Background: an optimization exercise with open tools, aiming at small area. Do not read the settings as production practice. The RTL was checked by simulation tests, not by an equivalence proof against the original design. Power is estimated from default activity; no workload was simulated.

Setup of the previous run:
// sauria_sa_top
module sauria_sa_top #(
    parameter X = 4,
    parameter Y = 4,
    parameter IA_W = 8,
    parameter IB_W = 8,
    parameter OC_W = 32,
    parameter TH_W = 2,
    parameter MULT_RES_MASK_W = 12,
    parameter MULT_APPR_MASK_W = 8
)(
    input  logic                        i_clk,
    input  logic                        i_rstn,
    input  logic [Y*IA_W-1:0]           i_a_arr,         
    input  logic [X*IB_W-1:0]           i_b_arr,         
    input  logic [Y*OC_W-1:0]           i_c_arr,         
    input  logic                        i_reg_clear,
    input  logic                        i_pipeline_en,
    input  logic [X-1:0]                i_cswitch_arr,   
    input  logic                        i_cscan_en,
    input  logic [TH_W-1:0]             i_thres,
    input  logic [MULT_RES_MASK_W-1:0]  i_mult_res_mask,
    input  logic [MULT_APPR_MASK_W-1:0] i_mult_appr_mask,
    output logic [Y*OC_W-1:0]           o_c_arr          
);
Size in the first run: roughly 11000 cells after synthesis, about 1600 flip-flops, ~350 I/O pins, about 100000 um2 of cells after synthesis.
==> module adder_ideal, before the edit <==
module adder_ideal #(
    parameter W   = 16,
    parameter BLK = 8
)(
    input  logic [W-1:0] i_p,
    input  logic [W-1:0] i_c,
    input  logic         i_ci,
    output logic [W-1:0] o_c,
    output logic         o_co
);
localparam NB = (W + BLK - 1) / BLK;
logic [NB:0] bc;     
assign bc[0] = i_ci;
genvar k, n;
generate
    for (n = 0; n < NB; n++) begin : blk
        localparam LO = n * BLK;
        localparam HI = ((n + 1) * BLK < W) ? (n + 1) * BLK : W;
        if (n == 0) begin : first
            logic [HI-LO:0] cy;
            assign cy[0] = bc[0];
            for (k = LO; k < HI; k++) begin : bits
                FA fa_i (.A(i_p[k]), .B(i_c[k]), .Cin(cy[k-LO]), .S(o_c[k]), .Co(cy[k-LO+1]));
            end
            assign bc[1] = cy[HI-LO];
        end else begin : inc
            logic [HI-LO:0] cy, all1;
            logic [HI-LO-1:0] s;
            assign cy[0] = 1'b0;
            assign all1[0] = 1'b1;
            for (k = LO; k < HI; k++) begin : bits
                FA fa_i (.A(i_p[k]), .B(i_c[k]), .Cin(cy[k-LO]), .S(s[k-LO]), .Co(cy[k-LO+1]));
                assign all1[k-LO+1] = all1[k-LO] & s[k-LO];
                assign o_c[k] = s[k-LO] ^ (bc[n] & all1[k-LO]);
            end
            assign bc[n+1] = cy[HI-LO] | (bc[n] & all1[HI-LO]);
        end
    end
endgenerate
assign o_co = bc[NB];
endmodule
export LEC_CHECK = 0
export CAP_MARGIN = 20
export CORE_MARGIN = 2
export CORE_UTILIZATION = 40
export PLACE_DENSITY = 0.6
export SLEW_MARGIN = 20
create_clock -name core_clock -period 8.0 [get_ports {i_clk}]
standard.sh (not shown) runs the stock make flow with config.mk's settings and CLKGATE_MAP_FILE= SYNTH_SCRIPT=/design/flow/synth_recipe.tcl, a recipe that flattens the netlist after the stock synthesis.
==> flow/flow/run.sh <==
#!/bin/bash
# The standard layout (the standard.sh, standard synthesis unchanged),
# with the smallest buffer on the ports, yosys/abc buffers removed instead of
# an early timing repair on the unplaced netlist, and a clock tree of
# mid-size buffers without dummy loads. make's full output goes to
# standard.log.
set -euo pipefail
bash standard.sh finish \
  "REMOVE_ABC_BUFFERS=1" \
  "BUFFER_PORTS_ARGS=-buffer_cell sky130_fd_sc_hd__buf_1" \
  "CTS_ARGS=-sink_clustering_enable -repair_clock_nets -dont_use_dummy_load -buf_list sky130_fd_sc_hd__clkbuf_8 -sink_clustering_size 20 -sink_clustering_max_diameter 50" \
  > standard.log 2>&1
The previous run: full flow OK, the timing, DRC and antenna checks passed
Inputs modified between the previous run and the current run:
--- a/flow/design.v
+++ b/flow/design.v
@@ -302,7 +302,7 @@
 endmodule
 module adder_ideal #(
     parameter W   = 16,
-    parameter BLK = 8
+    parameter BLK = 5
 )(
     input  logic [W-1:0] i_p,
     input  logic [W-1:0] i_c,
@@ -325,17 +325,17 @@
                 FA fa_i (.A(i_p[k]), .B(i_c[k]), .Cin(cy[k-LO]), .S(o_c[k]), .Co(cy[k-LO+1]));
             end
             assign bc[1] = cy[HI-LO];
-        end else begin : inc
-            logic [HI-LO:0] cy, all1;
-            logic [HI-LO-1:0] s;
-            assign cy[0] = 1'b0;
-            assign all1[0] = 1'b1;
+        end else begin : sel
+            logic [HI-LO:0] cy0, cy1;
+            logic [HI-LO-1:0] s0, s1;
+            assign cy0[0] = 1'b0;
+            assign cy1[0] = 1'b1;
             for (k = LO; k < HI; k++) begin : bits
-                FA fa_i (.A(i_p[k]), .B(i_c[k]), .Cin(cy[k-LO]), .S(s[k-LO]), .Co(cy[k-LO+1]));
-                assign all1[k-LO+1] = all1[k-LO] & s[k-LO];
-                assign o_c[k] = s[k-LO] ^ (bc[n] & all1[k-LO]);
+                FA fa0_i (.A(i_p[k]), .B(i_c[k]), .Cin(cy0[k-LO]), .S(s0[k-LO]), .Co(cy0[k-LO+1]));
+                FA fa1_i (.A(i_p[k]), .B(i_c[k]), .Cin(cy1[k-LO]), .S(s1[k-LO]), .Co(cy1[k-LO+1]));
             end
-            assign bc[n+1] = cy[HI-LO] | (bc[n] & all1[HI-LO]);
+            assign o_c[HI-1:LO] = bc[n] ? s1 : s0;
+            assign bc[n+1] = bc[n] ? cy1[HI-LO] : cy0[HI-LO];
         end
     end
 endgenerate
==> summary.txt <==
The current run did not stop at any stage, and its layout met the timing, DRC and antenna checks. Going from the previous run to the current run, iteration-0 DRC count of the detailed router has remained practically unchanged; share of cell area taken by flip-flops and latches has decreased; via count has increased; area added between synthesis and finish has increased. The current run: power about 2.7% above the previous run. Sequential fraction of design power: the current run vs the previous run down 1.1 points. The current run vs. the previous run: utilization has increased, initial antenna violation count fell 34%, clock network power share increased by 1.4 points relative to the old numbers. Between the current run and the previous run, the difference in power per cell area is negligible. The current run vs. the previous run: internal power summed over all cells picked up an extra 0.30 mW; shortest period the worst path allows picked up an extra 0.14 ns.

-- what the ideal ports hide --
No port has a modelled driver above. Below, the same layouts with a new extraction and two added sets of constraints.
Step 1 sets driving cells, clkbuf_16 on the clock port and buf_2 on the other inputs (assumed; they add their load-dependent delay and slew).
Step 2 adds t to the input delays and takes it off the output delays; t is the mean of the earliest and latest rising clock arrival at the registers after step 1. Input paths then give back, and output paths get back, about the clock's delay inside the block.
a / b / c = no drivers / after step 1 / after step 2; a / b = the first two.
run | t, ns | slack for setup (ns) | worst data-port slew with drivers (ns)
the previous run | 1.069 | 1.214 / 1.136 / 0.067 | 0.19
the current run | 1.070 | 1.074 / 1.074 / 0.201 | 0.15
After both steps every run listed still meets setup and hold. The setup slack of the previous run, which loses most, moves by -0.078 ns with the drivers and by -1.147 ns with both steps.
